This is an optimization exercise on Yosys and OpenROAD, whose aim is small area and a short achievable clock period, not a production implementation. RTL that was checked went through simulation tests only; none was proved equivalent to the original. Only the layout flow was run in run 2; the RTL was not checked for function there.

==> flow/design.v (outline; a module is shown in full before it is edited, if it fits) <==
// module fa: 9 lines
// module fir_direct_nom: 6006 lines
module fir_direct_nom (
    input              clk,
    input              rst,
    input  signed [4:0] in,
    output signed [4:0] out,
    input  [249:0]     tap_coeffs
);
  // ...
==> flow/flow/run.sh <==
#!/bin/bash
# ORFS layout (the standard.sh) in three calls:
#  1. synthesis to placement as standard, with plain buf_2 port buffers;
#  2. CTS and 3. routing to finish, with timing repair aimed at a setup
#     slack margin and at the worst paths only.
set -e
export BUFFER_PORTS_ARGS="-buffer_cell sky130_fd_sc_hd__buf_2"
bash standard.sh synth floorplan place > standard_place.log 2>&1
export SETUP_SLACK_MARGIN=7.4
export TNS_END_PERCENT=0
bash standard.sh cts > standard_cts.log 2>&1
bash standard.sh > standard_finish.log 2>&1
==> flow/standard.sh <==
#!/bin/bash
# synth_recipe.tcl (not shown) runs the flow's synth.tcl, then flattens the netlist and writes it again
# the make line also repeats each setting of config.mk as NAME=value (left out here)
make -C /OpenROAD-flow-scripts/flow DESIGN_CONFIG=/design/flow/config.mk WORK_HOME=/design/flow/orfs CLKGATE_MAP_FILE= SYNTH_SCRIPT=/design/flow/synth_recipe.tcl "${@:-finish}"
==> flow/config.mk <==
export PLATFORM = sky130hd
export DESIGN_NAME = fir_direct_nom
export DESIGN_NICKNAME = fir_direct_nom
export VERILOG_FILES = /design/flow/design.v
export SDC_FILE = /design/flow/constraint.sdc
export NUM_CORES = 4
export LEC_CHECK = 0
export CAP_MARGIN = 20
export CORE_MARGIN = 2
export CORE_UTILIZATION = 40
export CTS_BUF_LIST = sky130_fd_sc_hd__clkbuf_8
export CTS_CLUSTER_DIAMETER = 60
export CTS_CLUSTER_SIZE = 20
export PLACE_DENSITY = 0.7
export SLEW_MARGIN = 20
export SYNTH_HIERARCHICAL = 1
export SYNTH_MINIMUM_KEEP_SIZE = 0
==> flow/constraint.sdc <==
create_clock -name core_clock -period 12.0 [get_ports {clk}]
set_input_delay 2.4000 -clock core_clock [delete_from_list [all_inputs] [get_ports {clk}]]
set_output_delay 2.4000 -clock core_clock [all_outputs]
set_load 0.01 [all_outputs]
==> results.toml, run 1 <==
[floorplan]
nWellTaps = 1243
rows = 111
dieWidth_um = 308.9
initial_core_util_pct = 40.44

[route]
antenna_left = 0
post_drt_via_cell_ratio = 5.632
first_pass_iters = 5
vias = 25550
dr_wl_met2_um = 60610

[placed_design]
gp_congestion = 1.058
dp_hpwl_um = 110400

[layout]
fin_util_pct = 45.02
n_antenna_cell = 6
drive_above_1_share_pct = 11.71
num-multi-input-gates = 2441
clkbuf_count = 47
syn2layout_area_growth_pct = 11.34
inv_count = 68

[outcome]
status = "timing/DRC/antenna clean"

[synth]
netlist_instances = 2935
synth_top_family_by_area = "adder cells"
ys_seq_area_share_pct = 26.26
synthAdderAreaFrac_pct = 56.02
synth_mux_area_share_pct = 0.1077
yosys.area_share.simple_pct = 15.05

[global_route]
use_met1_pct = 35.39
overflow = 0
grt_pass1_wl_um = 186600

[critical_path]
critPathSlowestCell = "fa_2"
crit_fanout = 6
crit_required_ps = 12570

[timing]
period_needed_ps = 4889
finalMaxSlewViolations = 0
setup_ws_ps = 7111
hold_violations = 0

[cts]
clkLatencyLatePin_ps = 710
clock_sink_count = 426
postCtsSetupRepairBufs = 2
ctsHoldBuffers = 0
==> inputs of run 2 (changes only) <==
--- a/flow/design.v
+++ b/flow/design.v
@@ -11,18 +11,18 @@
     input              clk,
     input              rst,
     input  signed [4:0] in,
     output signed [4:0] out,
     input  [249:0]     tap_coeffs
 );
 logic [48:0][4:0] sr;     
 logic [160:0] ra, ra_d;  
-logic [6:0] lo_q;         
-logic [4:0] x_q, g_q, o_q;  
+logic [5:0] lo_q;         
+logic [5:0] x_q, g_q, o_q;  
 logic v1, v2;              
 wire [10:0] sum_a, sum_b, sum;
 wire n1;
 wire n2;
 wire n3;
 wire n4;
 wire n5;
 wire n6;
@@ -3429,16 +3429,39 @@
 wire n3407;
 wire n3408;
 wire n3409;
 wire n3410;
 wire n3411;
 wire n3412;
 wire n3413;
 wire n3414;
+wire n3415;
+wire n3416;
+wire n3417;
+wire n3418;
+wire n3419;
+wire n3420;
+wire n3421;
+wire n3422;
+wire n3423;
+wire n3424;
+wire n3425;
+wire n3426;
+wire n3427;
+wire n3428;
+wire n3429;
+wire n3430;
+wire n3431;
+wire n3432;
+wire n3433;
+wire n3434;
+wire n3435;
+wire n3436;
+wire n3437;
 assign n1 = ~(in[0] & in[1] & tap_coeffs[0] & tap_coeffs[1]);
 assign n2 = ~(in[0] & tap_coeffs[2]);
 assign n3 = ~(in[1] & tap_coeffs[1]);
 assign n4 = ~(in[2] & tap_coeffs[0]);
 assign n5 = ~(in[0] & tap_coeffs[3]);
 assign n6 = ~(in[1] & tap_coeffs[2]);
 assign n7 = ~(in[2] & tap_coeffs[1]);
 assign n8 = ~(in[3] & tap_coeffs[0]);
@@ -5791,225 +5814,250 @@
 assign ra_d[153] = n3079;
 assign ra_d[154] = n3086;
 assign ra_d[155] = n3089;
 assign ra_d[156] = n3081;
 assign ra_d[157] = n3083;
 assign ra_d[158] = n3085;
 assign ra_d[159] = n3087;
 assign ra_d[160] = n3090;
-fa u_n3091 (.a(ra[1]), .b(ra[2]), .c(ra[3]), .s(n3091), .co(n3092));
-fa u_n3093 (.a(ra[4]), .b(ra[5]), .c(ra[8]), .s(n3093), .co(n3094));
-fa u_n3095 (.a(ra[0]), .b(ra[6]), .c(ra[7]), .s(n3095), .co(n3096));
-assign n3097 = ~ra[9];
-fa u_n3098 (.a(n3097), .b(n3091), .c(n3093), .s(n3098), .co(n3099));
-fa u_n3100 (.a(ra[12]), .b(ra[13]), .c(ra[14]), .s(n3100), .co(n3101));
-fa u_n3102 (.a(ra[15]), .b(ra[16]), .c(ra[17]), .s(n3102), .co(n3103));
-fa u_n3104 (.a(ra[18]), .b(ra[19]), .c(ra[20]), .s(n3104), .co(n3105));
-fa u_n3106 (.a(ra[21]), .b(ra[29]), .c(ra[31]), .s(n3106), .co(n3107));
-fa u_n3108 (.a(ra[10]), .b(ra[11]), .c(ra[22]), .s(n3108), .co(n3109));
-fa u_n3110 (.a(ra[23]), .b(ra[24]), .c(ra[25]), .s(n3110), .co(n3111));
-fa u_n3112 (.a(ra[26]), .b(ra[27]), .c(ra[28]), .s(n3112), .co(n3113));
-fa u_n3114 (.a(ra[30]), .b(ra[33]), .c(ra[34]), .s(n3114), .co(n3115));
-assign n3116 = ~ra[35];
-fa u_n3117 (.a(ra[32]), .b(ra[36]), .c(n3116), .s(n3117), .co(n3118));
-fa u_n3119 (.a(n3092), .b(n3094), .c(n3100), .s(n3119), .co(n3120));
-fa u_n3121 (.a(n3102), .b(n3104), .c(n3106), .s(n3121), .co(n3122));
-fa u_n3123 (.a(n3096), .b(n3108), .c(n3110), .s(n3123), .co(n3124));
-assign n3125 = ~n3112;
-assign n3126 = ~n3114;
-fa u_n3127 (.a(n3125), .b(n3126), .c(n3117), .s(n3127), .co(n3128));
-fa u_n3129 (.a(n3099), .b(n3119), .c(n3121), .s(n3129), .co(n3130));
-assign n3131 = ~n3123;
-fa u_n3132 (.a(n3127), .b(n3131), .c(n3129), .s(n3132), .co(n3133));
-fa u_n3134 (.a(ra[37]), .b(ra[38]), .c(ra[39]), .s(n3134), .co(n3135));
-fa u_n3136 (.a(ra[40]), .b(ra[41]), .c(ra[50]), .s(n3136), .co(n3137));
-fa u_n3138 (.a(ra[51]), .b(ra[55]), .c(ra[56]), .s(n3138), .co(n3139));
-fa u_n3140 (.a(ra[61]), .b(ra[62]), .c(ra[63]), .s(n3140), .co(n3141));
-fa u_n3142 (.a(ra[42]), .b(ra[43]), .c(ra[44]), .s(n3142), .co(n3143));
-fa u_n3144 (.a(ra[45]), .b(ra[46]), .c(ra[47]), .s(n3144), .co(n3145));
-fa u_n3146 (.a(ra[48]), .b(ra[49]), .c(ra[52]), .s(n3146), .co(n3147));
-fa u_n3148 (.a(ra[53]), .b(ra[54]), .c(ra[57]), .s(n3148), .co(n3149));
-fa u_n3150 (.a(ra[58]), .b(ra[59]), .c(ra[60]), .s(n3150), .co(n3151));
-fa u_n3152 (.a(ra[64]), .b(ra[65]), .c(ra[66]), .s(n3152), .co(n3153));
-assign n3154 = ~(n3101 ^ n3103);
-assign n3155 = n3101 | n3103;
-fa u_n3156 (.a(n3109), .b(n3111), .c(n3113), .s(n3156), .co(n3157));
-fa u_n3158 (.a(n3105), .b(n3107), .c(n3118), .s(n3158), .co(n3159));
-fa u_n3160 (.a(n3134), .b(n3136), .c(n3138), .s(n3160), .co(n3161));
-fa u_n3162 (.a(n3115), .b(n3142), .c(n3144), .s(n3162), .co(n3163));
-fa u_n3164 (.a(n3146), .b(n3148), .c(n3150), .s(n3164), .co(n3165));
-fa u_n3166 (.a(n3140), .b(n3120), .c(n3122), .s(n3166), .co(n3167));
-fa u_n3168 (.a(n3152), .b(n3124), .c(n3156), .s(n3168), .co(n3169));
-fa u_n3170 (.a(n3154), .b(n3128), .c(n3158), .s(n3170), .co(n3171));
-assign n3172 = ~n3160;
-fa u_n3173 (.a(n3162), .b(n3164), .c(n3172), .s(n3173), .co(n3174));
-fa u_n3175 (.a(n3130), .b(n3166), .c(n3170), .s(n3175), .co(n3176));
-assign n3177 = ~n3168;
-assign n3178 = ~n3173;
-fa u_n3179 (.a(n3177), .b(n3178), .c(n3133), .s(n3179), .co(n3180));
-fa u_n3181 (.a(ra[71]), .b(ra[72]), .c(ra[77]), .s(n3181), .co(n3182));
-fa u_n3183 (.a(ra[81]), .b(ra[82]), .c(ra[85]), .s(n3183), .co(n3184));
-fa u_n3185 (.a(ra[86]), .b(ra[89]), .c(ra[90]), .s(n3185), .co(n3186));
-fa u_n3187 (.a(ra[67]), .b(ra[68]), .c(ra[69]), .s(n3187), .co(n3188));
-fa u_n3189 (.a(ra[70]), .b(ra[73]), .c(ra[74]), .s(n3189), .co(n3190));
-fa u_n3191 (.a(ra[75]), .b(ra[76]), .c(ra[78]), .s(n3191), .co(n3192));
-fa u_n3193 (.a(ra[79]), .b(ra[80]), .c(ra[83]), .s(n3193), .co(n3194));
-fa u_n3195 (.a(ra[84]), .b(ra[87]), .c(ra[88]), .s(n3195), .co(n3196));
-assign n3197 = ~ra[91];
-fa u_n3198 (.a(ra[92]), .b(ra[93]), .c(n3197), .s(n3198), .co(n3199));
-fa u_n3200 (.a(ra[94]), .b(n3135), .c(n3137), .s(n3200), .co(n3201));
-fa u_n3202 (.a(n3143), .b(n3145), .c(n3147), .s(n3202), .co(n3203));
-fa u_n3204 (.a(n3149), .b(n3151), .c(n3153), .s(n3204), .co(n3205));
-fa u_n3206 (.a(n3139), .b(n3141), .c(n3181), .s(n3206), .co(n3207));
-fa u_n3208 (.a(n3187), .b(n3189), .c(n3191), .s(n3208), .co(n3209));
-fa u_n3210 (.a(n3193), .b(n3195), .c(n3198), .s(n3210), .co(n3211));
-fa u_n3212 (.a(n3183), .b(n3185), .c(n3155), .s(n3212), .co(n3213));
-fa u_n3214 (.a(n3159), .b(n3161), .c(n3200), .s(n3214), .co(n3215));
-fa u_n3216 (.a(n3157), .b(n3163), .c(n3165), .s(n3216), .co(n3217));
-fa u_n3218 (.a(n3202), .b(n3204), .c(n3208), .s(n3218), .co(n3219));
-fa u_n3220 (.a(n3206), .b(n3167), .c(n3212), .s(n3220), .co(n3221));
-fa u_n3222 (.a(n3210), .b(n3169), .c(n3216), .s(n3222), .co(n3223));
-assign n3224 = ~n3171;
-assign n3225 = ~n3214;
-fa u_n3226 (.a(n3224), .b(n3225), .c(n3174), .s(n3226), .co(n3227));
-fa u_n3228 (.a(n3218), .b(n3222), .c(n3226), .s(n3228), .co(n3229));
-fa u_n3230 (.a(n3220), .b(n3176), .c(n3180), .s(n3230), .co(n3231));
-fa u_n3232 (.a(ra[95]), .b(ra[99]), .c(ra[100]), .s(n3232), .co(n3233));
-fa u_n3234 (.a(ra[101]), .b(ra[104]), .c(ra[107]), .s(n3234), .co(n3235));
-fa u_n3236 (.a(ra[108]), .b(ra[109]), .c(ra[110]), .s(n3236), .co(n3237));
-fa u_n3238 (.a(ra[111]), .b(ra[112]), .c(ra[113]), .s(n3238), .co(n3239));
-fa u_n3240 (.a(ra[115]), .b(ra[116]), .c(ra[118]), .s(n3240), .co(n3241));
-fa u_n3242 (.a(ra[96]), .b(ra[97]), .c(ra[98]), .s(n3242), .co(n3243));
-fa u_n3244 (.a(ra[102]), .b(ra[103]), .c(ra[105]), .s(n3244), .co(n3245));
-fa u_n3246 (.a(ra[106]), .b(ra[114]), .c(ra[117]), .s(n3246), .co(n3247));
-fa u_n3248 (.a(ra[119]), .b(n3182), .c(n3184), .s(n3248), .co(n3249));
-fa u_n3250 (.a(ra[120]), .b(n3188), .c(n3190), .s(n3250), .co(n3251));
-fa u_n3252 (.a(n3192), .b(n3194), .c(n3196), .s(n3252), .co(n3253));
-fa u_n3254 (.a(n3186), .b(n3232), .c(n3234), .s(n3254), .co(n3255));
-fa u_n3256 (.a(n3236), .b(n3238), .c(n3240), .s(n3256), .co(n3257));
-fa u_n3258 (.a(n3199), .b(n3242), .c(n3244), .s(n3258), .co(n3259));
-fa u_n3260 (.a(n3246), .b(n3203), .c(n3205), .s(n3260), .co(n3261));
-fa u_n3262 (.a(n3201), .b(n3207), .c(n3248), .s(n3262), .co(n3263));
-fa u_n3264 (.a(n3209), .b(n3250), .c(n3252), .s(n3264), .co(n3265));
-assign n3266 = ~n3211;
-fa u_n3267 (.a(n3254), .b(n3256), .c(n3266), .s(n3267), .co(n3268));
-fa u_n3269 (.a(n3258), .b(n3217), .c(n3260), .s(n3269), .co(n3270));
-fa u_n3271 (.a(n3213), .b(n3215), .c(n3262), .s(n3271), .co(n3272));
-assign n3273 = ~n3219;
-assign n3274 = ~n3264;
-fa u_n3275 (.a(n3273), .b(n3274), .c(n3267), .s(n3275), .co(n3276));
-fa u_n3277 (.a(n3223), .b(n3269), .c(n3227), .s(n3277), .co(n3278));
-fa u_n3279 (.a(n3221), .b(n3271), .c(n3275), .s(n3279), .co(n3280));
-assign n3281 = ~n3229;
-assign n3282 = ~n3277;
-fa u_n3283 (.a(n3281), .b(n3282), .c(n3279), .s(n3283), .co(n3284));
-fa u_n3285 (.a(ra[121]), .b(ra[122]), .c(ra[125]), .s(n3285), .co(n3286));
-fa u_n3287 (.a(ra[126]), .b(ra[127]), .c(ra[128]), .s(n3287), .co(n3288));
-fa u_n3289 (.a(ra[129]), .b(ra[130]), .c(ra[131]), .s(n3289), .co(n3290));
-fa u_n3291 (.a(ra[132]), .b(ra[133]), .c(ra[134]), .s(n3291), .co(n3292));
-assign n3293 = ~(ra[136] ^ ra[138]);
-assign n3294 = ra[136] | ra[138];
-fa u_n3295 (.a(ra[123]), .b(ra[124]), .c(ra[135]), .s(n3295), .co(n3296));
-fa u_n3297 (.a(ra[137]), .b(ra[139]), .c(ra[140]), .s(n3297), .co(n3298));
-fa u_n3299 (.a(n3233), .b(n3235), .c(n3237), .s(n3299), .co(n3300));
-fa u_n3301 (.a(ra[141]), .b(ra[142]), .c(n3243), .s(n3301), .co(n3302));
-fa u_n3303 (.a(n3239), .b(n3241), .c(n3285), .s(n3303), .co(n3304));
-fa u_n3305 (.a(n3287), .b(n3289), .c(n3291), .s(n3305), .co(n3306));
-fa u_n3307 (.a(n3245), .b(n3247), .c(n3295), .s(n3307), .co(n3308));
-fa u_n3309 (.a(n3297), .b(n3251), .c(n3253), .s(n3309), .co(n3310));
-fa u_n3311 (.a(n3293), .b(n3249), .c(n3255), .s(n3311), .co(n3312));
-fa u_n3313 (.a(n3257), .b(n3299), .c(n3303), .s(n3313), .co(n3314));
-fa u_n3315 (.a(n3259), .b(n3301), .c(n3307), .s(n3315), .co(n3316));
-fa u_n3317 (.a(n3261), .b(n3265), .c(n3309), .s(n3317), .co(n3318));
-fa u_n3319 (.a(n3305), .b(n3263), .c(n3311), .s(n3319), .co(n3320));
-assign n3321 = ~n3315;
-fa u_n3322 (.a(n3268), .b(n3313), .c(n3321), .s(n3322), .co(n3323));
-assign n3324 = ~n3272;
-fa u_n3325 (.a(n3270), .b(n3317), .c(n3324), .s(n3325), .co(n3326));
-fa u_n3327 (.a(n3319), .b(n3276), .c(n3322), .s(n3327), .co(n3328));
-assign n3329 = ~n3278;
-assign n3330 = ~n3325;
-fa u_n3331 (.a(n3329), .b(n3280), .c(n3330), .s(n3331), .co(n3332));
-fa u_n3333 (.a(n3327), .b(n3284), .c(n3331), .s(n3333), .co(n3334));
-fa u_n3335 (.a(ra[143]), .b(ra[144]), .c(ra[145]), .s(n3335), .co(n3336));
-fa u_n3337 (.a(ra[146]), .b(ra[147]), .c(ra[148]), .s(n3337), .co(n3338));
-fa u_n3339 (.a(ra[149]), .b(ra[150]), .c(ra[151]), .s(n3339), .co(n3340));
-fa u_n3341 (.a(ra[152]), .b(ra[153]), .c(ra[154]), .s(n3341), .co(n3342));
-fa u_n3343 (.a(n3286), .b(n3288), .c(n3290), .s(n3343), .co(n3344));
-fa u_n3345 (.a(ra[155]), .b(n3296), .c(n3298), .s(n3345), .co(n3346));
-fa u_n3347 (.a(n3292), .b(n3294), .c(n3335), .s(n3347), .co(n3348));
-assign n3349 = ~n3337;
-fa u_n3350 (.a(n3339), .b(n3341), .c(n3349), .s(n3350), .co(n3351));
-fa u_n3352 (.a(n3300), .b(n3304), .c(n3306), .s(n3352), .co(n3353));
-fa u_n3354 (.a(n3302), .b(n3308), .c(n3345), .s(n3354), .co(n3355));
-assign n3356 = ~n3343;
-assign n3357 = ~n3347;
-fa u_n3358 (.a(n3356), .b(n3350), .c(n3357), .s(n3358), .co(n3359));
-fa u_n3360 (.a(n3312), .b(n3314), .c(n3352), .s(n3360), .co(n3361));
-fa u_n3362 (.a(n3310), .b(n3316), .c(n3354), .s(n3362), .co(n3363));
-fa u_n3364 (.a(n3358), .b(n3318), .c(n3362), .s(n3364), .co(n3365));
-fa u_n3366 (.a(n3320), .b(n3360), .c(n3323), .s(n3366), .co(n3367));
-assign n3368 = ~n3326;
-assign n3369 = ~n3364;
-fa u_n3370 (.a(n3368), .b(n3369), .c(n3328), .s(n3370), .co(n3371));
-fa u_n3372 (.a(n3366), .b(n3332), .c(n3370), .s(n3372), .co(n3373));
-fa u_n3374 (.a(ra[156]), .b(ra[158]), .c(ra[159]), .s(n3374), .co(n3375));
-fa u_n3376 (.a(ra[157]), .b(n3336), .c(n3338), .s(n3376), .co(n3377));
-fa u_n3378 (.a(ra[160]), .b(n3340), .c(n3342), .s(n3378), .co(n3379));
-fa u_n3380 (.a(n3344), .b(n3348), .c(n3376), .s(n3380), .co(n3381));
-fa u_n3382 (.a(n3374), .b(n3346), .c(n3378), .s(n3382), .co(n3383));
-fa u_n3384 (.a(n3351), .b(n3355), .c(n3382), .s(n3384), .co(n3385));
-assign n3386 = ~n3353;
-assign n3387 = ~n3380;
-fa u_n3388 (.a(n3386), .b(n3387), .c(n3359), .s(n3388), .co(n3389));
-fa u_n3390 (.a(n3363), .b(n3384), .c(n3388), .s(n3390), .co(n3391));
-assign n3392 = ~n3365;
-fa u_n3393 (.a(n3361), .b(n3392), .c(n3367), .s(n3393), .co(n3394));
-assign n3395 = ~n3390;
-fa u_n3396 (.a(n3395), .b(n3371), .c(n3393), .s(n3396), .co(n3397));
-assign n3398 = ~n3377;
-fa u_n3399 (.a(n3375), .b(n3379), .c(n3398), .s(n3399), .co(n3400));
-assign n3401 = ~n3381;
-fa u_n3402 (.a(n3383), .b(n3401), .c(n3399), .s(n3402), .co(n3403));
-fa u_n3404 (.a(n3385), .b(n3389), .c(n3402), .s(n3404), .co(n3405));
-assign n3406 = ~n3391;
-assign n3407 = ~n3404;
-fa u_n3408 (.a(n3406), .b(n3407), .c(n3394), .s(n3408), .co(n3409));
-assign n3410 = ~(~n3400 ^ ~n3403);
-assign n3411 = ~n3400 | ~n3403;
-assign n3412 = ~n3405;
-fa u_n3413 (.a(n3410), .b(n3412), .c(n3409), .s(n3413), .co(n3414));
-assign sum_a = {n3411, n3413, n3397, n3373, n3334, n3333, n3231, ~n3228, n3175, n3132, ~n3095};
-assign sum_b = {n3414, 1'b0, n3408, n3396, n3372, 1'b0, n3283, n3230, n3179, 1'b0, n3098};
-assign sum = {5'b0, {1'b0, sum_a[5:0]} + {1'b0, sum_b[5:0]}};
+fa u_n3091 (.a(ra[37]), .b(ra[38]), .c(ra[39]), .s(n3091), .co(n3092));
+assign n3093 = ra[40] ^ ra[41];
+assign n3094 = ra[40] & ra[41];
+fa u_n3095 (.a(ra[71]), .b(ra[72]), .c(ra[77]), .s(n3095), .co(n3096));
+fa u_n3097 (.a(ra[12]), .b(ra[13]), .c(ra[14]), .s(n3097), .co(n3098));
+fa u_n3099 (.a(ra[15]), .b(ra[16]), .c(ra[17]), .s(n3099), .co(n3100));
+fa u_n3101 (.a(ra[18]), .b(ra[19]), .c(ra[20]), .s(n3101), .co(n3102));
+fa u_n3103 (.a(ra[21]), .b(ra[29]), .c(ra[31]), .s(n3103), .co(n3104));
+fa u_n3105 (.a(ra[50]), .b(ra[51]), .c(ra[55]), .s(n3105), .co(n3106));
+fa u_n3107 (.a(ra[56]), .b(ra[61]), .c(ra[62]), .s(n3107), .co(n3108));
+fa u_n3109 (.a(ra[42]), .b(ra[43]), .c(ra[44]), .s(n3109), .co(n3110));
+fa u_n3111 (.a(ra[45]), .b(ra[46]), .c(ra[47]), .s(n3111), .co(n3112));
+fa u_n3113 (.a(ra[48]), .b(ra[49]), .c(ra[52]), .s(n3113), .co(n3114));
+fa u_n3115 (.a(ra[53]), .b(ra[54]), .c(ra[57]), .s(n3115), .co(n3116));
+assign n3117 = ~ra[58] ^ ~ra[59];
+assign n3118 = ~ra[58] & ~ra[59];
+fa u_n3119 (.a(ra[81]), .b(ra[82]), .c(ra[85]), .s(n3119), .co(n3120));
+fa u_n3121 (.a(ra[86]), .b(ra[89]), .c(ra[90]), .s(n3121), .co(n3122));
+fa u_n3123 (.a(ra[67]), .b(ra[68]), .c(ra[69]), .s(n3123), .co(n3124));
+fa u_n3125 (.a(ra[70]), .b(ra[73]), .c(ra[74]), .s(n3125), .co(n3126));
+fa u_n3127 (.a(ra[75]), .b(ra[76]), .c(ra[78]), .s(n3127), .co(n3128));
+fa u_n3129 (.a(ra[79]), .b(ra[80]), .c(ra[83]), .s(n3129), .co(n3130));
+fa u_n3131 (.a(ra[84]), .b(ra[87]), .c(ra[88]), .s(n3131), .co(n3132));
+assign n3133 = ~ra[91];
+fa u_n3134 (.a(ra[92]), .b(ra[93]), .c(n3133), .s(n3134), .co(n3135));
+fa u_n3136 (.a(ra[95]), .b(ra[99]), .c(ra[100]), .s(n3136), .co(n3137));
+fa u_n3138 (.a(ra[101]), .b(ra[104]), .c(ra[107]), .s(n3138), .co(n3139));
+fa u_n3140 (.a(ra[108]), .b(ra[109]), .c(ra[110]), .s(n3140), .co(n3141));
+fa u_n3142 (.a(ra[111]), .b(ra[112]), .c(ra[113]), .s(n3142), .co(n3143));
+fa u_n3144 (.a(ra[115]), .b(ra[116]), .c(ra[118]), .s(n3144), .co(n3145));
+fa u_n3146 (.a(ra[96]), .b(ra[97]), .c(ra[98]), .s(n3146), .co(n3147));
+fa u_n3148 (.a(ra[102]), .b(ra[103]), .c(ra[105]), .s(n3148), .co(n3149));
+fa u_n3150 (.a(ra[106]), .b(ra[114]), .c(ra[117]), .s(n3150), .co(n3151));
+fa u_n3152 (.a(ra[121]), .b(ra[122]), .c(ra[125]), .s(n3152), .co(n3153));
+fa u_n3154 (.a(ra[126]), .b(ra[127]), .c(ra[128]), .s(n3154), .co(n3155));
+fa u_n3156 (.a(ra[129]), .b(ra[130]), .c(ra[131]), .s(n3156), .co(n3157));
+fa u_n3158 (.a(ra[132]), .b(ra[133]), .c(ra[134]), .s(n3158), .co(n3159));
+assign n3160 = ~(ra[136] ^ ra[138]);
+assign n3161 = ra[136] | ra[138];
+fa u_n3162 (.a(ra[123]), .b(ra[124]), .c(ra[135]), .s(n3162), .co(n3163));
+fa u_n3164 (.a(ra[10]), .b(ra[11]), .c(ra[22]), .s(n3164), .co(n3165));
+fa u_n3166 (.a(ra[23]), .b(ra[24]), .c(ra[25]), .s(n3166), .co(n3167));
+fa u_n3168 (.a(ra[26]), .b(ra[27]), .c(ra[28]), .s(n3168), .co(n3169));
+fa u_n3170 (.a(ra[60]), .b(ra[64]), .c(ra[65]), .s(n3170), .co(n3171));
+assign n3172 = ~(ra[63] ^ ~ra[66]);
+assign n3173 = ra[63] | ~ra[66];
+fa u_n3174 (.a(n3117), .b(n3093), .c(n3098), .s(n3174), .co(n3175));
+fa u_n3176 (.a(n3100), .b(n3102), .c(n3104), .s(n3176), .co(n3177));
+assign n3178 = n3105 ^ n3107;
+assign n3179 = n3105 & n3107;
+fa u_n3180 (.a(ra[94]), .b(n3118), .c(n3094), .s(n3180), .co(n3181));
+fa u_n3182 (.a(n3106), .b(n3108), .c(n3092), .s(n3182), .co(n3183));
+fa u_n3184 (.a(n3110), .b(n3112), .c(n3114), .s(n3184), .co(n3185));
+fa u_n3186 (.a(n3119), .b(n3121), .c(n3095), .s(n3186), .co(n3187));
+fa u_n3188 (.a(n3116), .b(n3123), .c(n3125), .s(n3188), .co(n3189));
+assign n3190 = ~n3127 ^ ~n3129;
+assign n3191 = ~n3127 & ~n3129;
+fa u_n3192 (.a(ra[119]), .b(n3120), .c(n3122), .s(n3192), .co(n3193));
+fa u_n3194 (.a(ra[120]), .b(n3124), .c(n3126), .s(n3194), .co(n3195));
+fa u_n3196 (.a(n3128), .b(n3130), .c(n3132), .s(n3196), .co(n3197));
+fa u_n3198 (.a(n3096), .b(n3136), .c(n3138), .s(n3198), .co(n3199));
+fa u_n3200 (.a(n3140), .b(n3142), .c(n3144), .s(n3200), .co(n3201));
+fa u_n3202 (.a(n3135), .b(n3146), .c(n3148), .s(n3202), .co(n3203));
+fa u_n3204 (.a(ra[137]), .b(ra[139]), .c(ra[140]), .s(n3204), .co(n3205));
+fa u_n3206 (.a(n3137), .b(n3139), .c(n3141), .s(n3206), .co(n3207));
+fa u_n3208 (.a(ra[141]), .b(ra[142]), .c(n3147), .s(n3208), .co(n3209));
+fa u_n3210 (.a(n3143), .b(n3145), .c(n3152), .s(n3210), .co(n3211));
+fa u_n3212 (.a(n3154), .b(n3156), .c(n3158), .s(n3212), .co(n3213));
+fa u_n3214 (.a(n3149), .b(n3151), .c(n3162), .s(n3214), .co(n3215));
+fa u_n3216 (.a(ra[143]), .b(ra[144]), .c(ra[145]), .s(n3216), .co(n3217));
+fa u_n3218 (.a(ra[146]), .b(ra[147]), .c(ra[148]), .s(n3218), .co(n3219));
+fa u_n3220 (.a(ra[149]), .b(ra[150]), .c(ra[151]), .s(n3220), .co(n3221));
+fa u_n3222 (.a(ra[152]), .b(ra[153]), .c(ra[154]), .s(n3222), .co(n3223));
+fa u_n3224 (.a(n3153), .b(n3155), .c(n3157), .s(n3224), .co(n3225));
+assign n3226 = ~ra[155];
+fa u_n3227 (.a(n3226), .b(n3159), .c(n3161), .s(n3227), .co(n3228));
+assign n3229 = ~ra[0] ^ ra[1];
+assign n3230 = ~ra[0] & ra[1];
+fa u_n3231 (.a(ra[30]), .b(ra[33]), .c(ra[34]), .s(n3231), .co(n3232));
+assign n3233 = ~ra[35];
+fa u_n3234 (.a(ra[32]), .b(ra[36]), .c(n3233), .s(n3234), .co(n3235));
+assign n3236 = ~n3164 ^ ~n3166;
+assign n3237 = ~n3164 & ~n3166;
+fa u_n3238 (.a(n3165), .b(n3167), .c(n3169), .s(n3238), .co(n3239));
+fa u_n3240 (.a(n3170), .b(n3109), .c(n3111), .s(n3240), .co(n3241));
+assign n3242 = ~n3172;
+fa u_n3243 (.a(n3113), .b(n3115), .c(n3242), .s(n3243), .co(n3244));
+assign n3245 = n3091 ^ n3178;
+assign n3246 = n3091 & n3178;
+fa u_n3247 (.a(n3171), .b(n3131), .c(n3134), .s(n3247), .co(n3248));
+fa u_n3249 (.a(n3173), .b(n3179), .c(n3180), .s(n3249), .co(n3250));
+fa u_n3251 (.a(n3190), .b(n3175), .c(n3177), .s(n3251), .co(n3252));
+assign n3253 = ~n3184;
+fa u_n3254 (.a(n3182), .b(n3253), .c(n3186), .s(n3254), .co(n3255));
+assign n3256 = ~n3150;
+fa u_n3257 (.a(n3256), .b(n3181), .c(n3191), .s(n3257), .co(n3258));
+fa u_n3259 (.a(n3183), .b(n3187), .c(n3192), .s(n3259), .co(n3260));
+fa u_n3261 (.a(n3185), .b(n3189), .c(n3194), .s(n3261), .co(n3262));
+assign n3263 = ~n3196;
+fa u_n3264 (.a(n3263), .b(n3198), .c(n3200), .s(n3264), .co(n3265));
+fa u_n3266 (.a(n3204), .b(n3195), .c(n3197), .s(n3266), .co(n3267));
+fa u_n3268 (.a(n3160), .b(n3193), .c(n3199), .s(n3268), .co(n3269));
+fa u_n3270 (.a(n3201), .b(n3206), .c(n3210), .s(n3270), .co(n3271));
+fa u_n3272 (.a(n3203), .b(n3208), .c(n3214), .s(n3272), .co(n3273));
+fa u_n3274 (.a(n3205), .b(n3163), .c(n3220), .s(n3274), .co(n3275));
+assign n3276 = ~n3222;
+fa u_n3277 (.a(n3216), .b(n3218), .c(n3276), .s(n3277), .co(n3278));
+fa u_n3279 (.a(n3207), .b(n3211), .c(n3213), .s(n3279), .co(n3280));
+assign n3281 = ~n3224;
+fa u_n3282 (.a(n3209), .b(n3215), .c(n3281), .s(n3282), .co(n3283));
+fa u_n3284 (.a(ra[156]), .b(ra[158]), .c(ra[159]), .s(n3284), .co(n3285));
+fa u_n3286 (.a(ra[157]), .b(n3217), .c(n3219), .s(n3286), .co(n3287));
+fa u_n3288 (.a(ra[160]), .b(n3221), .c(n3223), .s(n3288), .co(n3289));
+fa u_n3290 (.a(ra[2]), .b(ra[3]), .c(ra[4]), .s(n3290), .co(n3291));
+assign n3292 = ra[5] ^ ~ra[6];
+assign n3293 = ra[5] & ~ra[6];
+fa u_n3294 (.a(n3230), .b(n3097), .c(n3099), .s(n3294), .co(n3295));
+fa u_n3296 (.a(n3101), .b(n3103), .c(n3234), .s(n3296), .co(n3297));
+assign n3298 = ~n3231 ^ ~n3168;
+assign n3299 = ~n3231 & ~n3168;
+assign n3300 = ~n3232;
+fa u_n3301 (.a(n3300), .b(n3235), .c(n3237), .s(n3301), .co(n3302));
+assign n3303 = ~n3238;
+fa u_n3304 (.a(n3174), .b(n3176), .c(n3303), .s(n3304), .co(n3305));
+assign n3306 = ~n3240;
+assign n3307 = ~n3243;
+fa u_n3308 (.a(n3306), .b(n3245), .c(n3307), .s(n3308), .co(n3309));
+fa u_n3310 (.a(n3239), .b(n3241), .c(n3244), .s(n3310), .co(n3311));
+assign n3312 = ~n3188;
+assign n3313 = ~n3247;
+fa u_n3314 (.a(n3312), .b(n3246), .c(n3313), .s(n3314), .co(n3315));
+fa u_n3316 (.a(n3249), .b(n3251), .c(n3254), .s(n3316), .co(n3317));
+assign n3318 = ~n3248;
+assign n3319 = ~n3202;
+fa u_n3320 (.a(n3318), .b(n3319), .c(n3250), .s(n3320), .co(n3321));
+fa u_n3322 (.a(n3257), .b(n3252), .c(n3255), .s(n3322), .co(n3323));
+assign n3324 = ~n3261;
+fa u_n3325 (.a(n3259), .b(n3324), .c(n3264), .s(n3325), .co(n3326));
+fa u_n3327 (.a(n3212), .b(n3258), .c(n3260), .s(n3327), .co(n3328));
+fa u_n3329 (.a(n3265), .b(n3268), .c(n3270), .s(n3329), .co(n3330));
+fa u_n3331 (.a(n3262), .b(n3266), .c(n3272), .s(n3331), .co(n3332));
+assign n3333 = ~n3274;
+fa u_n3334 (.a(n3227), .b(n3277), .c(n3333), .s(n3334), .co(n3335));
+fa u_n3336 (.a(n3269), .b(n3271), .c(n3279), .s(n3336), .co(n3337));
+fa u_n3338 (.a(n3267), .b(n3273), .c(n3282), .s(n3338), .co(n3339));
+fa u_n3340 (.a(n3225), .b(n3228), .c(n3286), .s(n3340), .co(n3341));
+fa u_n3342 (.a(n3284), .b(n3275), .c(n3288), .s(n3342), .co(n3343));
+assign n3344 = ~n3278;
+assign n3345 = ~n3280;
+fa u_n3346 (.a(n3344), .b(n3283), .c(n3345), .s(n3346), .co(n3347));
+assign n3348 = ~ra[8];
+fa u_n3349 (.a(ra[7]), .b(ra[9]), .c(n3348), .s(n3349), .co(n3350));
+fa u_n3351 (.a(n3293), .b(n3291), .c(n3298), .s(n3351), .co(n3352));
+assign n3353 = n3236 ^ n3294;
+assign n3354 = n3236 & n3294;
+fa u_n3355 (.a(n3299), .b(n3295), .c(n3297), .s(n3355), .co(n3356));
+fa u_n3357 (.a(n3301), .b(n3304), .c(n3308), .s(n3357), .co(n3358));
+fa u_n3359 (.a(n3302), .b(n3305), .c(n3309), .s(n3359), .co(n3360));
+assign n3361 = ~n3310;
+fa u_n3362 (.a(n3361), .b(n3314), .c(n3316), .s(n3362), .co(n3363));
+assign n3364 = ~n3311;
+fa u_n3365 (.a(n3364), .b(n3315), .c(n3320), .s(n3365), .co(n3366));
+fa u_n3367 (.a(n3317), .b(n3322), .c(n3325), .s(n3367), .co(n3368));
+fa u_n3369 (.a(n3321), .b(n3323), .c(n3327), .s(n3369), .co(n3370));
+assign n3371 = ~n3331;
+fa u_n3372 (.a(n3326), .b(n3329), .c(n3371), .s(n3372), .co(n3373));
+fa u_n3374 (.a(n3334), .b(n3328), .c(n3330), .s(n3374), .co(n3375));
+assign n3376 = ~n3336;
+fa u_n3377 (.a(n3332), .b(n3338), .c(n3376), .s(n3377), .co(n3378));
+assign n3379 = ~n3342;
+fa u_n3380 (.a(n3340), .b(n3379), .c(n3335), .s(n3380), .co(n3381));
+assign n3382 = ~n3337;
+fa u_n3383 (.a(n3339), .b(n3382), .c(n3346), .s(n3383), .co(n3384));
+assign n3385 = ~n3287;
+fa u_n3386 (.a(n3285), .b(n3289), .c(n3385), .s(n3386), .co(n3387));
+assign n3388 = ~n3341;
+fa u_n3389 (.a(n3343), .b(n3388), .c(n3347), .s(n3389), .co(n3390));
+assign n3391 = n3292 ^ n3229;
+assign n3392 = n3292 & n3229;
+fa u_n3393 (.a(n3296), .b(n3351), .c(n3353), .s(n3393), .co(n3394));
+fa u_n3395 (.a(n3352), .b(n3354), .c(n3355), .s(n3395), .co(n3396));
+fa u_n3397 (.a(n3356), .b(n3358), .c(n3359), .s(n3397), .co(n3398));
+fa u_n3399 (.a(n3360), .b(n3365), .c(n3363), .s(n3399), .co(n3400));
+fa u_n3401 (.a(n3366), .b(n3369), .c(n3368), .s(n3401), .co(n3402));
+fa u_n3403 (.a(n3370), .b(n3374), .c(n3373), .s(n3403), .co(n3404));
+assign n3405 = ~n3380;
+assign n3406 = ~n3375;
+fa u_n3407 (.a(n3405), .b(n3406), .c(n3378), .s(n3407), .co(n3408));
+fa u_n3409 (.a(n3386), .b(n3384), .c(n3389), .s(n3409), .co(n3410));
+assign n3411 = 1'b1 ^ ~n3387;
+assign n3412 = 1'b1 & ~n3387;
+assign n3413 = n3290 ^ ~n3349;
+assign n3414 = n3290 & ~n3349;
+assign n3415 = ~n3350;
+fa u_n3416 (.a(n3415), .b(n3392), .c(n3393), .s(n3416), .co(n3417));
+fa u_n3418 (.a(n3394), .b(n3395), .c(n3357), .s(n3418), .co(n3419));
+fa u_n3420 (.a(n3396), .b(n3362), .c(n3397), .s(n3420), .co(n3421));
+fa u_n3422 (.a(n3398), .b(n3367), .c(n3399), .s(n3422), .co(n3423));
+fa u_n3424 (.a(n3372), .b(n3400), .c(n3401), .s(n3424), .co(n3425));
+assign n3426 = ~n3377;
+fa u_n3427 (.a(n3426), .b(n3402), .c(n3403), .s(n3427), .co(n3428));
+assign n3429 = ~n3404;
+fa u_n3430 (.a(n3383), .b(n3407), .c(n3429), .s(n3430), .co(n3431));
+assign n3432 = ~n3381;
+fa u_n3433 (.a(n3432), .b(n3408), .c(n3409), .s(n3433), .co(n3434));
+assign n3435 = ~n3411;
+fa u_n3436 (.a(n3435), .b(n3390), .c(n3410), .s(n3436), .co(n3437));
+assign sum_a = {n3412, ~n3434, ~n3433, n3428, n3425, n3423, n3421, n3419, n3417, n3414, n3391};
+assign sum_b = {~n3437, ~n3436, ~n3431, ~n3430, n3427, n3424, n3422, n3420, n3418, n3416, n3413};
+assign sum = {6'b0, {1'b0, sum_a[4:0]} + {1'b0, sum_b[4:0]}};
 always @(posedge clk or posedge rst) begin
     if (rst) begin
         sr <= '0;
         v1 <= 1'b0;
         v2 <= 1'b0;
     end else begin
         sr <= {sr[47:0], in};
         v1 <= 1'b1;
         v2 <= v1;
     end
 end
 always @(posedge clk) begin
     ra <= ra_d;
-    lo_q <= sum[6:0];
-    x_q <= sum_a[10:6] ^ sum_b[10:6];
-    g_q <= sum_a[10:6] & sum_b[10:6];
-    o_q <= sum_a[10:6] | sum_b[10:6];
+    lo_q <= sum[5:0];
+    x_q <= sum_a[10:5] ^ sum_b[10:5];
+    g_q <= sum_a[10:5] & sum_b[10:5];
+    o_q <= sum_a[10:5] | sum_b[10:5];
 end
-wire hz = (x_q[0] == lo_q[6]) && (x_q[4:1] == o_q[3:0]);
-wire ho = (x_q[0] != lo_q[6]) && (&(x_q[4:1] ^ g_q[3:0]));
-wire [5:0] c;   
-assign c[0] = lo_q[6];
+wire hz = (x_q[0] == lo_q[5]) && (x_q[5:1] == o_q[4:0]);
+wire ho = (x_q[0] != lo_q[5]) && (&(x_q[5:1] ^ g_q[4:0]));
+wire [6:0] c;   
+assign c[0] = lo_q[5];
 genvar gi;
-for (gi = 0; gi < 5; gi = gi + 1) begin : g_c
+for (gi = 0; gi < 6; gi = gi + 1) begin : g_c
     assign c[gi+1] = g_q[gi] | (x_q[gi] & c[gi]);
 end
-wire sgn = x_q[4] ^ c[4];
-wire lz = ~|lo_q[5:4];
-wire lo1 = &lo_q[5:4];
+wire sgn = x_q[5] ^ c[5];
+wire lz = ~|lo_q[4:4];
+wire lo1 = &lo_q[4:4];
 wire inr = (hz && lz) || (ho && lo1);
 assign out = !v2 ? 5'sd0 : inr ? lo_q[4:0] : sgn ? -5'sd16 : 5'sd15;
 endmodule
==> flow/config.mk (replaced) <==
export PLATFORM = sky130hd
export DESIGN_NAME = fir_direct_nom
export DESIGN_NICKNAME = fir_direct_nom
export VERILOG_FILES = /design/flow/design.v
export SDC_FILE = /design/flow/constraint.sdc
export NUM_CORES = 4
export LEC_CHECK = 0
export CAP_MARGIN = 20
export CORE_MARGIN = 2
export CORE_UTILIZATION = 40
export SLEW_MARGIN = 20
export SYNTH_HIERARCHICAL = 1
export SYNTH_MINIMUM_KEEP_SIZE = 0
==> run 2 against run 1 <==
Compared with the run above:
- cell count rose by 1.5%
- worst hold slack got worse by 12 ps
- worst setup slack got worse by 3.5 ps
- flip-flop and latch count rose by 4
- clock skew fell by 37 ps
- critical endpoint unchanged
==> results.toml, run 2 <==
[cts]
clk_pin_slew_ps = 60
clock_sink_count = 430
tritoncts = "built"
clockBufferDepth = 3
clkLatencyLatePin_ps = 620
cts-root-buf = "clkbuf_16"
ctsHoldBuffers = 0
numCtsBuffers = 52
htree_levels = 2

[route]
vias = 25440
antenna_left = 0
drc = 0
post_drt_via_cell_ratio = 5.524
wirelength_um = 131600
first_pass_iters = 7
wire_per_inst_um = 28.58
drtIter0Drc = 2523

[timing]
finalMaxSlewViolations = 0
rsz0062_at_grt = "yes"
fin_crit_sh_pct = 40.77
setup_viol = 0
final.setup.tns_ps = 0
tightest_slew_ps = 972.8
hold_violations = 0
skew_ps = 21.31
period_needed_ps = 4892
fmax_mhz = 204.4
setup_ws_ps = 7108
relSlewSlack_pct = 35.14

[placed_design]
gp_congestion = 0.9729
dp_hpwl_um = 114100
detailed_place.area_mm2 = 0.04051
port_buffers = 261
preCtsSetupSlack_ps = 6313

[critical_path]
start_kind = "input port"
crit_fanout = 5
reg2reg_depth = 9
setup.worst_path.class = "in2reg"
cp_data_arrival_time_ps = 5380
crit_required_ps = 12490
cp-end-kind = "flop"

[synth]
async_flop_share_pct = 57.44
ys_seq_area_share_pct = 26.17
synth_top_area_share_pct = 54.81
ys_top_cells_by_count = "fa_1 (1,030), nand2_1 (1,003), dfrtp_1 (247)"
synthTopCellsByArea = "fa_1 (55%), dfrtp_1 (16%), nand2_1 (10%), dfxtp_1 (9.7%), nor4_1 (2.5%)"
syn_nets = 4303
syn_area_mm2 = 0.03762
synthFlopType = "dfrtp_1"
synth-edff-count = 0
ys_warn_count = 7
synth_top_area_cell = "fa_1"
synth_area_per_cell_um2 = 12.60
netlist_instances = 2986
synth_cell_types = 32
synth_seq_cells = 430
synth.most_common_cell = "fa_1"

[layout]
multi_input_area_mm2 = 0.02809
finalNetCount = 4623
postLayoutCellArea_mm2 = 0.04314
regMostFlops = "sr"
seq_area_mm2 = 0.009846
reg_top3 = "sr: 245 flops, ra: 161 flops"
layout_commonest_cell = "nand2_1"
fillers = 8588
mostFrequentLayoutCells = "nand2_1 (993), fa_1 (941), dfrtp_1 (247)"
largest_register_ffs = 245
drive_above_1_share_pct = 15.74
syn2layout_area_growth_pct = 14.69

[floorplan]
dieWidth_um = 310.7
pin_count = 262
rows = 112
initial_core_util_pct = 40.31
die-area_mm2 = 0.09651
die_h_um = 310.7
core_area_mm2 = 0.09333

[min_path]
hp-class = "reg2reg"
hold_path_depth = 0

[outcome]
status = "timing/DRC/antenna clean"

[global_route]
antenna_found_initial = 4
grt_pass1_wl_um = 195400
overflow = 0
grt_usage_pct = 28.09
grt_start_max_net_pins = 71
grt_pass1_vias = 28250

[flow_run]
cap_violations = 0
[run 2: metrics by stage]
step	utilization [%]	cells	hold WS (ps)
after floorplan	-	2986	331.2
after CTS	45.88	4600	351.6
final	46.23	4605	350.3
after detailed placement	43.41	4502	337.1
after global placement	43.41	4502	332.8
after global routing	46.22	4604	361.3
[run 2: final timing paths]
path	start	to	slack [ps]
max in group asynchronous	rst	sr[161]	8100
min in group asynchronous	rst	sr[35]	1780
worst min-delay path	v1	v2	350
worst max register to register	ra[90]	lo_q[5]	7510
worst max-delay path	tap_coeffs[71]	ra[90]	7110
worst min register to register	v1	v2	350
[run 2: timing repair]
item	in CTS	in global routing
buffers inserted	2	2
hold endpoints to repair	0	0
pin swaps	77	56
resized for setup	157	80
setup endpoints to repair	138	151
[run 2: layer usage]
layer	up-vias	GRT usage [%]	wire length [um]
li1	10270	-	-
met1	13820	37.35	51720
met2	1114	46.21	64260
met3	239	5.132	9744
met4	0	10.45	5878
met5	-	0	0
[run 2: cell type report]
type,count,share of cell area [%]
Clock inverter,22,0.4785
Inverter,86,0.7656
Antenna cell,3,0.01740
Multi-Input combinational cell,2468,65.11
Tap cell,1254,3.637
Sequential cell,430,22.82
Timing Repair Buffer,268,3.483
Clock buffer,74,3.689
[run 2: cells by family (layout without fill, tap and decap cells)]
group | count (synthesis) | in the layout | share of synthesized area, %
adders and majority gates | 1060 | 1060 | 55.81
buffers and inverters | 88 | 450 | 0.8914
DFF | 430 | 430 | 26.17
AOI/OAI and AO/OA | 120 | 120 | 1.740
and+or+nand+nor | 1273 | 1273 | 15.05
other | 1 | 4 | 0.009969
xor gates and xnor gates | 14 | 14 | 0.3260
[run 2: worst max-delay path, cell delays in order]
cell	delay, ps
buf_4	140
nor4_1	210
and4_2	300
a21oi_2	50
fa_1	530
fa_1	560
fa_2	730
fa_2	460
[run 2: Yosys stat by module (local to each module, per instance)]
module,area [um2],cells
fa,20.02,1
fir_direct_nom,17020,1957

re-timing with driven ports:
Ports are ideal in the flow. The routed layouts listed here were re-timed in OpenROAD.
Step 1 assumes that a clkbuf_16 drives the clock port and a buf_2 every other input.
Step 2, shift: input delay + t, output delay - t, t = (earliest + latest rising clock arrival at the registers) / 2. This alone moves slack from input paths to output paths.
Three values: ideal, step 1, step 2; two values: the first two.
run | t, ns | slack for setup (ns) | clock arrival spread, ns | worst slew at a driven data input, ns | cell pins on the clock port's net
run 1 | 0.751 | 7.111 / 7.157 / 6.406 | 0.059 / 0.058 | 0.10 | 1
run 2 | 0.683 | 7.108 / 7.133 / 6.449 | 0.025 / 0.025 | 0.10 | 1
After both steps every run listed still meets setup and hold. For run 1, which loses most, drivers alone change the setup slack by +0.046 ns; drivers and shift together by -0.705 ns.
